What follows belongs to an exercise in optimizing a design on an open flow for small area; a production flow would make more cautious choices. Function was checked by simulation only, so behaviour that the tests miss may differ from the original. Power is estimated from default activity; no workload was simulated.

$ cat config.mk
export PLATFORM = sky130hd
export DESIGN_NAME = mem_elwro_sram
export DESIGN_NICKNAME = mem_elwro_sram
export VERILOG_FILES = /design/flow/design.v
export SDC_FILE = /design/flow/constraint.sdc
export NUM_CORES = 4
export LEC_CHECK = 0
export CAP_MARGIN = 30
export CORE_MARGIN = 2
export CORE_UTILIZATION = 40
export SLEW_MARGIN = 45
$ cat constraint.sdc
create_clock -name core_clock -period 10.0 [get_ports {clk}]
set_input_delay 2.0000 -clock core_clock [delete_from_list [all_inputs] [get_ports {clk}]]
set_output_delay 2.0000 -clock core_clock [all_outputs]
set_load 0.01 [all_outputs]
$ cat design.v
module memcfg(
	input clk,
	input rst,
	input reset,
	output reset_hold,
	input s,
	input [0:7] cfg_page,
	input [0:7] cfg_frame,
	input [0:7] page,
	output reg cfgok,
	output [0:7] frame,
	output pvalid
);
	parameter MODULE_ADDR_WIDTH = 2;
	parameter FRAME_ADDR_WIDTH = 3;
	reg [0:7] addr;
	always @ (*) begin
		case ({reset, s})
			2'b00: addr = page;			 
			2'b01: addr = cfg_page;	 
			2'b10: addr = clr_cnt;	 
			2'b11: addr = clr_cnt;	 
		endcase
	end
	reg map_wr;
	reg [0:7] rd_addr;
	reg [0:7] map [0:255];
	integer i;
	always @ (posedge clk) begin
		if (rst) begin
			for (i=0 ; i<256 ; i=i+1) begin
				if (i == 1) map[i] <= 8'd1;
				else map[i] <= 8'd0;
			end
			rd_addr <= 8'd0;
		end else begin
			if (map_wr) map[addr] <= cfg_frame & frame_clear;
			rd_addr <= addr;
		end
	end
	assign frame = map[rd_addr];
	localparam mmask = 2**MODULE_ADDR_WIDTH - 1;
	localparam fmask = 2**FRAME_ADDR_WIDTH - 1;
	localparam [3:0] frame_addr_mask = fmask[3:0];
	localparam [3:0] module_addr_mask = mmask[3:0];
	localparam [7:0] invalidity_mask = ~{module_addr_mask, frame_addr_mask};
	assign pvalid = (addr < 2) || (frame != 0);
	wire frame_addr_valid = (cfg_frame & invalidity_mask) == 8'd0;
	wire cfg_cmd_valid = s && (cfg_page > 1) && frame_addr_valid;
	localparam CIDLE	= 3'd0;
	localparam CCFG		= 3'd1;
	localparam COK		= 3'd2;
	localparam RESET	= 3'd3;
	localparam CLEAR	= 3'd4;
	reg [2:0] cstate;
	reg [7:0] clr_cnt;
	reg [7:0] frame_clear;
	assign reset_hold = (cstate == CLEAR) | (cstate == RESET);
	always @ (posedge clk) begin
		if (rst) begin
			cstate <= CIDLE;
			map_wr <= 0;
			cfgok <= 0;
			clr_cnt <= 8'd0;
			frame_clear <= 8'd0;
		end else if (reset & ~reset_hold) cstate <= RESET;
		else case (cstate)
			CIDLE: begin
				frame_clear <= 8'hff;
				if (cfg_cmd_valid) begin
					map_wr <= 1;
					cstate <= CCFG;
				end
			end
			CCFG: begin
				map_wr <= 0;
				cfgok <= 1;
				cstate <= COK;
			end
			COK: begin
				if (~s) begin
					cfgok <= 0;
					cstate <= CIDLE;
				end
			end
			RESET: begin
				clr_cnt <= 2;
				map_wr <= 1;
				frame_clear <= 8'd0;
				cstate <= CLEAR;
			end
			CLEAR: begin
				if (clr_cnt == 8'hff) begin
					cstate <= CIDLE;
					map_wr <= 0;
				end else begin
					clr_cnt <= clr_cnt + 1'b1;
				end
			end
		endcase
	end
endmodule
module mem_elwro_sram(
	input clk,
	input rst,
	input reset,
	output reset_hold,
	output ram_ce, ram_oe, ram_we,
	output [17:0] ram_a,
	input [15:0] ram_d_in,
	output [15:0] ram_d_out,
	input [0:3] nb,
	input [0:15] ad,
	output [0:15] ddt,
	input [0:15] rdt,
	input w, r, s,
	output ok
);
	wire [0:7] cfg_page = { rdt[12:15], rdt[0:3] };
	wire [0:7] cfg_frame = { ad[11:14], 1'b0, ad[8:10] };
	wire [0:7] page = { nb, ad[0:3] };
	wire [0:7] frame;
	wire cfgok;
	wire pvalid;
	memcfg #(
		.MODULE_ADDR_WIDTH(2),
		.FRAME_ADDR_WIDTH(3)
	) MEMCFG(
		.clk(clk),
		.rst(rst),
		.reset(reset),
		.reset_hold(reset_hold),
		.s(s & ad[15]),
		.cfg_page(cfg_page),
		.cfg_frame(cfg_frame),
		.page(page),
		.frame(frame),
		.cfgok(cfgok),
		.pvalid(pvalid)
	);
	localparam IDLE	= 2'd0;
	localparam MAP	= 2'd1;
	localparam OK1	= 2'd2;
	localparam OK2	= 2'd3;
	reg [0:2] state;
	wire rw = r | w;
	always @ (posedge clk) begin
		if (rst) state <= IDLE;
		else case (state)
			IDLE:
				if (rw) state <= MAP;
			MAP:
				if (pvalid) state <= OK1;
				else state <= IDLE;
			OK1:
				state <= OK2;
			OK2:
				if (~rw) state <= IDLE;
		endcase
	end
	wire we = w & (state == OK1);
	wire rwok = rw & ((state == OK1) || (state == OK2));
	assign ok = rwok | cfgok;
	assign ddt = r ? ram_d_in : 16'h0000;
	assign ram_ce = 1;
	assign ram_we = we;
	assign ram_oe = 1;  
	assign ram_a[17:0] = { frame[2:7], ad[4:15] };
	assign ram_d_out = rdt;
endmodule
$ cat run.sh
#!/bin/bash
# synth_recipe.tcl (not shown) runs the flow's synth.tcl, then flattens the netlist and writes it again
# the make line also repeats each setting of config.mk as NAME=value (left out here)
make -C /OpenROAD-flow-scripts/flow DESIGN_CONFIG=/design/flow/config.mk WORK_HOME=/design/flow/orfs CLKGATE_MAP_FILE= SYNTH_SCRIPT=/design/flow/synth_recipe.tcl finish
==> impl_results.md <==
- Worst-path clk slew: 70 ps
- Synth Warn #: 2
- Clock sink total: 1816
- Clock Latency Late Sink: 850 ps
- Setup violations, final: 0
- GR Overflow Total: 0
- Pleak: 28.7 nW
- Setup TNS: 0 ps
- Ports: 113
- Via count: around 52k
- HP Class: flop to flop
- Syn avg cell area: 13.0 um2
- Share of Yosys cell area claimed by the top area cell type: about 68%
- Iteration-0 DRC Markers: 7336
- Max-slew violation count: 0
- Gpl congestion: approximately 0.91
- Post-Layout Inst Area: 89500 um2
- Worst setup SP type: flop
- WL final: 248000 um
- Pwr Density: between 150 and 200 nW/um2
- Die ar.: between 200000 and 250000 um2
- Final hold viol count: 0
- Final worst slack: 2490 ps
- Cell Rows: between 150 and 200
- Place WS: 3400 ps
- Critical path required time: 8000 ps
- Layout cell share with drive strength beyond 1: 12.2%
- Antenna violations before repair: 11
- Synth top area cells: edfxtp_1 (68%), nor2_1 (9.4%), mux4_2 (7.8%)
- # Post-CTS Setup Buffers: 0
- Crit path capture type: primary output
- Hold slack: 508 ps
- Vias in the first global route: 50.1k
- F_max: approximately 130 MHz
- Most frequent cell after synthesis: nor2_1
- Final min period: 7510 ps
- Max-Slew Margin vs Limit: 34.2%
- Drt wl/cell: 28.0 um
- DRT Pass-1 Iters: 6
- VDD IR-drop max: ~0.16 mV
- Max Cap Viol: 0
- CTS buffer count: 190
- FF+latch count, synth: 1816
- Largest net degree at the start of global routing: 126
- Synth area leader: edfxtp_1
- CTS tree: done
- Commonest cells post-synth: nor2_1 (1991), edfxtp_1 (1792), nand2_1 (370)
- Post-DP HPWL: between 150000 and 200000 um
- Layout area overhead: 12.3%
- Clock root cell: clkbuf_16
- Final Cycle Share: 75.1%
- Avg Vias per Cell: 5.88
- Util after Layout: between 40% and 50%
- Die H: roughly 450 um
- Critical path peak fanout: 74
- EDFF count, synth: 1792
- Resize count post-CTS: 0
- Clock Skew: 48.2 ps
- DRC viols: 0
- Async SR Flop Fraction: 0%
- Net count, final: 6095
- Antenna-violating nets left: 0
- Cts-stage hold buffer count: 0
- GRT Total Usage: 24.1%
- Tightest Pin Transition: 979 ps
- CTS Buffer Depth: 3
- Netlist Area Pre-Place: between 70000 and 80000 um2
- Post-synth top flop: edfxtp_1
- Power Total: 17.7 mW
- First-pass GRT wire length: 358000 um
- Final Non-Filler Cells: 8849
- IO Port Bufs: 85
- Kind of critical path: flop to primary output
- Post-Place Cells: 8482
- Status: timing/DRC/antenna clean
- Core area: 198000 um2
- Gate Count Post-Synth: between 6k and 7k
- Critical Path AT: 5510 ps
- H-tree levels: 4
- Sequential share of the synthesized area: 68.1%
- Initial Util: 40.3%
- RSZ-0062 raised after global routing: no
- Die X: 450 um
- Unique masters post-synth: 70
- Post-DP Area: roughly 83000 um2
[cells in the final DEF, fill, tap and decap left out, drive strengths merged, types with 65 or more instances in the layout]
cell,instances
a211oi,65
a21oi,113
buf,114
clkbuf,230
clkdlybuf4s50,82
clkinv,91
edfxtp,1792
mux2i,119
mux4,284
nand2,370
nand2b,274
nor2,1991
nor3,161
o21ai,78
[cells by family after synthesis]
group / count (synthesis) / synth area share (%)
other: 2 / 0.00942
AND/OR/NAND/NOR: 2924 / 15.3
adder cells (fa/ha/maj): 1 / 0.0157
buffers and inverters: 482 / 2.85
flip-flops: 1816 / 68.1
AO/OA/AOI/OAI: 480 / 4.01
multiplexers: 410 / 9.66
XOR/XNOR: 4 / 0.0440
[power by group]
group          internal, mW  switching (mW)  total (mW)  leakage [nW]
Sequential             8.59           0.109        8.70          18.7
Combinational         0.453            1.23        1.68          6.93
Clock                  4.16            3.13        7.29          3.11
[final cells by class]
cell class              count  area, um2
diodes                      9       22.5
clock buffers             229       5010
clock inverters           127       1370
fillers                 17600     108000
inverters                   9       33.8
multi-input cells        3822      23500
flip-flops and latches   1816      54300
well taps                2640       3300
repair buffers            197       2000
[per-layer routing]
metal / vias up / GRT usage (%) / share of wire [%]
met3: 470 / 5.09 / 11
met5: - / 0 / 0.012
met2: 3156 / 37.4 / 46
met4: 6 / 10.0 / 4.5
li1: 22000 / - / -
met1: 26300 / 33.1 / 38
[worst paths after layout]
| path | startpoint | to | slack, ps | cells after the start |
|---|---|---|---|---|
| setup / recovery | flop | ram_a[17] | 2490 | 12 |
| hold / removal | MEMCFG.cfgok | MEMCFG.cfgok | 510 | 2 |
| setup reg to reg | flop | flop | 4560 | 11 |
| hold reg to reg | MEMCFG.cfgok | MEMCFG.cfgok | 510 | 2 |
[critical path, stage by stage, from the launching register on]
cell             delay (ps)
dfxtp_4                 670
buf_4                   390
buf_12                  380
mux4_2                  310
nand2_1                  90
nand3_1                 200
o21ai_0                 110
a2111oi_1               670
buf_4                   230
a31oi_1                  50
a2bb2o_1                310
nor2_1                  450
clkdlybuf4s50_1         650
[flip-flops by register name, summed over array words and instances, names as in the netlist, named ones only]
signal              count
MEMCFG.clr_cnt          8
MEMCFG.map_wr           1
MEMCFG.cstate           3
state                   1
MEMCFG.map           1792
MEMCFG.cfgok            1
MEMCFG.frame_clear      1

## afterwards: timing with drivers on the ports
In the flow no input, the clock included, has a driving cell. The finished layout below was timed again as built, in two steps. Step 1 assumes that a clkbuf_16 drives the clock port and a buf_2 every other input. Step 2 moves the port delays by t, midway between the first and last clock arrival at a register: inputs arrive t later, outputs are due t later. That takes back most of the time a late clock gives input paths. Slacks: ideal / step 1 / step 2; pairs: ideal / step 1.
t, ns: 0.912
slack for setup (ns): 2.486 / 2.397 / 3.309
worst register clock-pin slew, ns: 0.07 / 0.07
After both steps this run still meets setup and hold. The setup slack of this run moves by -0.089 ns with the drivers and by +0.823 ns with both steps.
